Context: an optimization exercise on an open-source flow, tuned for small area. The choices shown serve that exercise and are no tape-out recipe. For this run, only the layout was checked, not whether the RTL still works. Power figures rest on the tool's default switching activity, not on a simulated workload.

$ cat flow/design.v
`timescale 1ns / 1ps
module divFreq(clk, rst, clk_out, tick);
input clk;
input rst;
output reg clk_out;
output tick;
parameter freq = 100000000;
parameter freq_out = 30;
localparam max_count = freq/(2*freq_out);
reg [$clog2(max_count+1)-1:0] count;
assign tick = (count == max_count) && !clk_out;
always @(posedge clk) begin
	if (rst) begin
		count <= 0;
		clk_out <= 1'b0;
	end else if (count == max_count) begin
		clk_out <= ~clk_out;
		count <= 0;
	end else
		count <= count + 1'b1;
end
endmodule
`timescale 1ns / 1ps
module rom_module(clk, rst, data, enable, sel, selec);
input clk;
input rst;
input [1:0] sel;
input selec;
output [8:0] data;
output enable;
wire tick;
divFreq #(.freq(240), .freq_out(30)) d1(clk, rst, enable, tick);
reg started;
always @(posedge clk)
	if (rst) started <= 1'b0;
	else if (tick) started <= 1'b1;
reg [5:0] aA;
reg [4:0] cA;
wire zA = (cA == 5'd0);
always @(posedge clk) begin
	if (rst) begin
		aA <= 6'd63; cA <= 5'd0;
	end else if (tick) begin
		if (zA && aA == 6'd45) aA <= 6'd63;
		else if (cA == 5'd30) begin aA <= aA - 6'd17; cA <= 5'd0; end
		else begin aA <= aA + 1'b1; cA <= {cA[3:0], ~(cA[4] ^ cA[2])}; end
	end
end
reg [5:0] aB;
reg [4:0] cB;
wire zB = (cB == 5'd0);
always @(posedge clk) begin
	if (rst) begin
		aB <= 6'd63; cB <= 5'd0;
	end else if (tick) begin
		if (zB && aB == 6'd39) aB <= 6'd63;
		else if (cB == 5'd30) begin aB <= aB - 6'd17; cB <= 5'd0; end
		else begin aB <= aB + 1'b1; cB <= {cB[3:0], ~(cB[4] ^ cB[2])}; end
	end
end
wire nB = (sel == 2'b01);
wire [5:0] ma = nB ? aB : aA;
wire mz = nB ? zB : zA;
wire m0 = (ma == 6'd63);
reg [4:0] f1, f2, f3;
always @(posedge clk) begin
	if (rst) begin
		f1 <= 5'd0; f2 <= 5'd0; f3 <= 5'd0;
	end else if (tick) begin
		f1 <= (f1 == 5'd27) ? 5'd0 : {f1[3:0], ~(f1[4] ^ f1[2])};
		f2 <= (f2 == 5'd30) ? 5'd0 : {f2[3:0], ~(f2[4] ^ f2[2])};
		f3 <= (f3 == 5'd23) ? 5'd0 : {f3[3:0], ~(f3[4] ^ f3[2])};
	end
end
wire [4:0] fc = (sel == 2'b00) ? f1 : (sel == 2'b01) ? f2 : f3;
wire [5:0] ad = selec ? {1'b0, fc} : ma;
reg [8:0] q;
always @* begin
	case ({selec, ad})
		7'd64: q = 9'h001;
		7'd65: q = 9'h038;
		7'd67: q = 9'h00E;
		7'd71: q = 9'h001;
		7'd78: q = 9'h141;
		7'd92: q = 9'h172;
		7'd89: q = 9'h172;
		7'd82: q = 9'h169;
		7'd68: q = 9'h162;
		7'd72: q = 9'h161;
		7'd81: q = 9'h120;
		7'd66: q = 9'h0C0;
		7'd69: q = 9'h141;
		7'd74: q = 9'h162;
		7'd85: q = 9'h161;
		7'd75: q = 9'h16A;
		7'd87: q = 9'h16F;
		7'd79: q = 9'h120;
		7'd94: q = 9'h123;
		7'd93: q = 9'h123;
		7'd91: q = 9'h123;
		7'd0: q = 9'h038;
		7'd1: q = 9'h00E;
		7'd2: q = 9'h001;
		7'd3: q = 9'h120;
		7'd4: q = 9'h120;
		7'd5: q = 9'h120;
		7'd6: q = 9'h120;
		7'd7: q = 9'h120;
		7'd8: q = 9'h120;
		7'd9: q = 9'h120;
		7'd10: q = 9'h120;
		7'd11: q = 9'h150;
		7'd12: q = 9'h172;
		7'd13: q = 9'h169;
		7'd14: q = 9'h16D;
		7'd15: q = 9'h165;
		7'd16: q = 9'h172;
		7'd17: q = 9'h16F;
		7'd18: q = 9'h120;
		7'd19: q = 9'h153;
		7'd20: q = 9'h165;
		7'd21: q = 9'h167;
		7'd22: q = 9'h175;
		7'd23: q = 9'h16E;
		7'd24: q = 9'h164;
		7'd25: q = 9'h16F;
		7'd26: q = 9'h120;
		7'd27: q = 9'h154;
		7'd28: q = 9'h165;
		7'd29: q = 9'h172;
		7'd30: q = 9'h163;
		7'd31: q = 9'h165;
		7'd32: q = 9'h172;
		7'd33: q = 9'h16F;
		7'd34: q = 9'h120;
		7'd35: q = 9'h123;
		7'd36: q = 9'h123;
		7'd37: q = 9'h123;
		7'd38: q = 9'h123;
		7'd39: q = nB ? 9'h123 : 9'h120;
		7'd40: q = 9'h120;
		7'd41: q = 9'h120;
		7'd42: q = 9'h120;
		7'd43: q = 9'h120;
		7'd44: q = 9'h120;
		7'd45: q = 9'h120;
		7'd46: q = 9'h120;
		7'd47: q = nB ? 9'h120 : 9'h000;
		default: q = 9'h000;
	endcase
end
assign data = !started ? 9'h000 : (!selec && mz) ? (m0 ? 9'h120 : 9'h001) : q;
endmodule
$ cat flow/flow/run.sh
#!/bin/bash
# Own layout flow: the standard layout, except that synthesis maps the
# logic with a stronger area script for ABC (flow/abc_deep.script) in place
# of ORFS's abc_area.script. Everything else, including the registers and
# their names, is the standard synthesis and layout.
set -euo pipefail
W=$(pwd)
cat > "$W/own_synth.tcl" <<EOT
proc abc {args} {
  set i [lsearch -exact \$args -script]
  if {\$i >= 0} { lset args [expr {\$i + 1}] {$W/flow/abc_deep.script} }
  yosys abc {*}\$args
}
source {$W/synth_recipe.tcl}
EOT
bash "$W/standard.sh" SYNTH_SCRIPT="$W/own_synth.tcl" finish > "$W/flow_run.log" 2>&1
$ cat flow/flow/abc_deep.script
strash
&get -n
&deepsyn -J 50 -T 120
&put
dch -f
map -a
$ cat flow/standard.sh
#!/bin/bash
# synth_recipe.tcl (not shown) runs the flow's synth.tcl, then flattens the netlist and writes it again
# the make line also repeats each setting of config.mk as NAME=value (left out here)
make -C /OpenROAD-flow-scripts/flow DESIGN_CONFIG=/design/flow/config.mk WORK_HOME=/design/flow/orfs CLKGATE_MAP_FILE= SYNTH_SCRIPT=/design/flow/synth_recipe.tcl "${@:-finish}"
$ cat flow/config.mk
export PLATFORM = sky130hd
export DESIGN_NAME = rom_module
export DESIGN_NICKNAME = rom_module
export VERILOG_FILES = /design/flow/design.v
export SDC_FILE = /design/flow/constraint.sdc
export NUM_CORES = 4
export LEC_CHECK = 0
export ABC_AREA = 1
export CAP_MARGIN = 20
export CORE_MARGIN = 2
export CORE_UTILIZATION = 40
export SLEW_MARGIN = 20
$ cat flow/constraint.sdc
create_clock -name core_clock -period 8.0 [get_ports {clk}]
set_input_delay 1.6000 -clock core_clock [delete_from_list [all_inputs] [get_ports {clk}]]
set_output_delay 1.6000 -clock core_clock [all_outputs]
set_load 0.01 [all_outputs]
==> qor.csv <==
metric,value,unit
status,timing/DRC/antenna clean,
antenna_cells,0,
slowest_stage,clkdlybuf4s50_1,
fillers,675,
reg2regPathDepth,10,
grt_max_degree,24,
power,0.540,mW
ys_seq_area_frac,0.331,
num_vias,2616,
grtUsageTotal,0.198,
synthCells,377,
whs_path_depth,1,
cp_max_fo,8,
cp_cell_sequence,clkdlybuf4s50_1 > clkinv_1 > nand2_1 > clkinv_1 > nand2_1 > o22ai_1 > a31oi_1 > clkinv_1 > nor2_1 > nor2_1 > clkinv_1 > o21ai_0 > a32oi_1 > clkinv_1 > a221oi_1 > nand2_1 > nor4_1 > a31oi_1 > clkdlybuf4s50_1,
crit_type,in2out,
routed_wl,6.41,mm
grt_use_met1,0.262,
path_depth,19,
clock_skew,0.0103,ns
ys_ff_latch,42,
hold-worst-slack,0.457,ns
worst_pin_slew,0.602,ns
period_needed,7.34,ns
drc,0,
htree_levels,2,
finalSetupViolCount,0,
ir_drop,0.0947,mV
cts_hold_buf,0,
placed_cells,469,
syn-num-nets,392,
cts-buffers-inserted,5,
yosysWarnings,2,
synth_cell_types,33,
port-buffer-count,14,
power.leakage,0.986,nW
fp.dieW,83.7,microns
antenna_found_initial,0,
netlist_area,2540,sq um
finalHoldViolCount,0,
rrSetupSlack,5.55,ns
fin_crit_sh,0.918,
grt_setup_unrepaired,false,
clock.fmax,136,MHz
cp_common_cell,clkinv_1,
grt_use_met3,0.0287,
post_route_cells_drive_above_1_share,0.0325,
slew_violations,0,
cts_sinks,42,
dr.pass1.iters,5,
setup-tns-final,0,ns
avgSynthCellArea,6.74,sq um
endpoint_kind,output port,
syn_to_final_growth,13.9,%
grt_pass1_wl,11.4,mm
nNetsFinal,414,
grt.met2_usage,0.321,
dr.first_iter.drc_count,182,
coreArea,6240,sq um
hold_class,reg2reg,
relSlewSlack,0.595,
clockBufferDepth,2,
grt_pass1_vias,2597,
ant_nets,0,
worst_ep_required_time,6.40,ns
cp_slowest_stage_delay,0.56,ns
cts_tree,built,
post_cts.repair.setup_buffers,0,
cp_num_buf_inv,7,
grt.overflow.total,0,
crit_family,buffers and inverters,
dieArea,7010,sq um
initial_utilization,0.407,
via_per_inst,5.48,
clock_latency,0.30,ns
io_pins,15,
worstPathArrival,5.74,ns
stdcell_count,477,
cts_resized,0,
startpoint_type,input port,
gp_congestion,0.956,
row_count,29,
die_h,83.7,microns
maxCapViolations,0,
power_density,186,nW/um^2
clk_pin_slew,0.08,ns
wl_per_cell,13.4,microns
top_usage_layer,met2,
dp_hpwl,5.16,mm
clockRootBuffer,clkbuf_8,
==> flip-flops by register name, indices dropped and copies added, names as in the netlist <==
| signal | flops |
|---|---|
| cB | 5 |
| d1.count | 3 |
| f1 | 5 |
| f3 | 5 |
| f2 | 5 |
| started | 1 |
| cA | 5 |
| d1.clk_out | 1 |
| aB | 6 |
| aA | 6 |
==> where the power goes <==
group / total, mW / internal [mW] / switching (mW)
registers: 0.231 / 0.221 / 0.0100
logic: 0.140 / 0.0497 / 0.0906
clock network: 0.169 / 0.0932 / 0.0760
total: 0.540 / 0.364 / 0.177
==> final timing paths <==
kind / startpoint / end
max: sel[1] / data[6]
min: d1.count[0]$_SDFF_PP0_ / d1.count[0]$_SDFF_PP0_
max reg2reg: d1.count[0]$_SDFF_PP0_ / cB[4]$_SDFFE_PP0P_
min reg2reg: d1.count[0]$_SDFF_PP0_ / d1.count[0]$_SDFF_PP0_
==> routing by layer <==
metal	share of wire	vias up	wire length, microns
li1	-	1337	-
met4	0.015	0	93
met3	0.043	12	275
met2	0.46	82	2960
met1	0.48	1185	3070
met5	0	-	0
==> per-stage QoR <==
stage                     cell area, sq um   util  setup WS, ns
after floorplan                       2540      -          2.33
after global placement                2790  0.446         0.865
after detailed placement              2790  0.446         0.726
after CTS                             2900  0.464         0.702
after global routing                  2900  0.464         0.190
final                                 2900  0.464         0.658
==> cells in the mapped netlist <==
cell type   n  area share
a22oi_1     7       0.021
and3_2      1      0.0030
nand2_1    39       0.058
o211ai_1    1      0.0030
nor3_1     11       0.022
o2111a_1    1      0.0044
o22ai_1    24       0.059
fa_1        2       0.016
and2_2      1      0.0030
dfxtp_1    42        0.33
o41ai_1     1      0.0034
xnor2_1     1      0.0034
a21oi_1    24       0.047
nor2_1     56       0.083
a22o_2      1      0.0039
a211oi_1    2      0.0059
nand4_1     4      0.0098
a31o_2      2      0.0069
o31ai_1     1      0.0030
nor3b_1     1      0.0030
o221ai_1    1      0.0034
o21ai_0    30       0.059
o2111ai_1   1      0.0034
nand3_1    10       0.020
nor4_1      3      0.0074
clkinv_1   84        0.12
a32oi_1     3       0.010
ha_1        8       0.039
a32o_1      1      0.0039
a31oi_1     7       0.017
xor2_1      4       0.014
a221oi_1    2      0.0069
a41oi_1     1      0.0034
==> final cells by class <==
type / instances / area, sq um / share of cell area
Tap cell: 77 / 96.3 / 0.0333
Multi-Input combinational cell: 251 / 1390 / 0.479
Sequential cell: 42 / 841 / 0.290
Inverter: 84 / 315 / 0.109
Clock buffer: 6 / 72.6 / 0.0251
Clock inverter: 2 / 37.5 / 0.0130
Timing Repair Buffer: 15 / 148 / 0.0510
==> placed cells by master, fill, tap and decap left out, types with 2 or more instances in the layout <==
master,count
a221oi_1,2
clkbuf_8,5
dfxtp_1,42
a31oi_1,7
fa_1,2
a31o_2,2
nand2_1,39
o21ai_0,30
a21oi_1,24
clkinv_1,84
a22oi_1,7
a32oi_1,3
clkdlybuf4s50_1,14
nor3_1,11
o22ai_1,24
nor2_1,56
nand4_1,4
ha_1,8
xor2_1,4
a211oi_1,2
nor4_1,3
nand3_1,10
==> cell families after synthesis <==
kind of cell	synth area share
AND/OR/NAND/NOR	0.208
XOR/XNOR	0.0172
buffers and inverters	0.124
AO/OA/AOI/OAI	0.265
adder cells (fa/ha/maj)	0.0551
flip-flops	0.331

## re-timing with driven ports
No port has a modelled driver above. Below, the same layout with a new extraction and two added sets of constraints.
Step 1 assumes that a clkbuf_16 drives the clock port and a buf_2 every other input.
Step 2, shift: input delay + t, output delay - t, t = (earliest + latest rising clock arrival at the registers) / 2. This alone moves slack from input paths to output paths.
Three values: ideal, step 1, step 2; two values: the first two.
shift t [ns]: 0.323
setup slack, ns: 0.658 / 0.636 / 0.636
slew at the worst register clock pin (ns): 0.09 / 0.09
worst data-port slew with drivers (ns): 0.03
pins driven straight from the clock port: 1
After both steps this run still meets setup and hold. For this run, drivers alone change the setup slack by -0.022 ns; drivers and shift together by -0.022 ns.
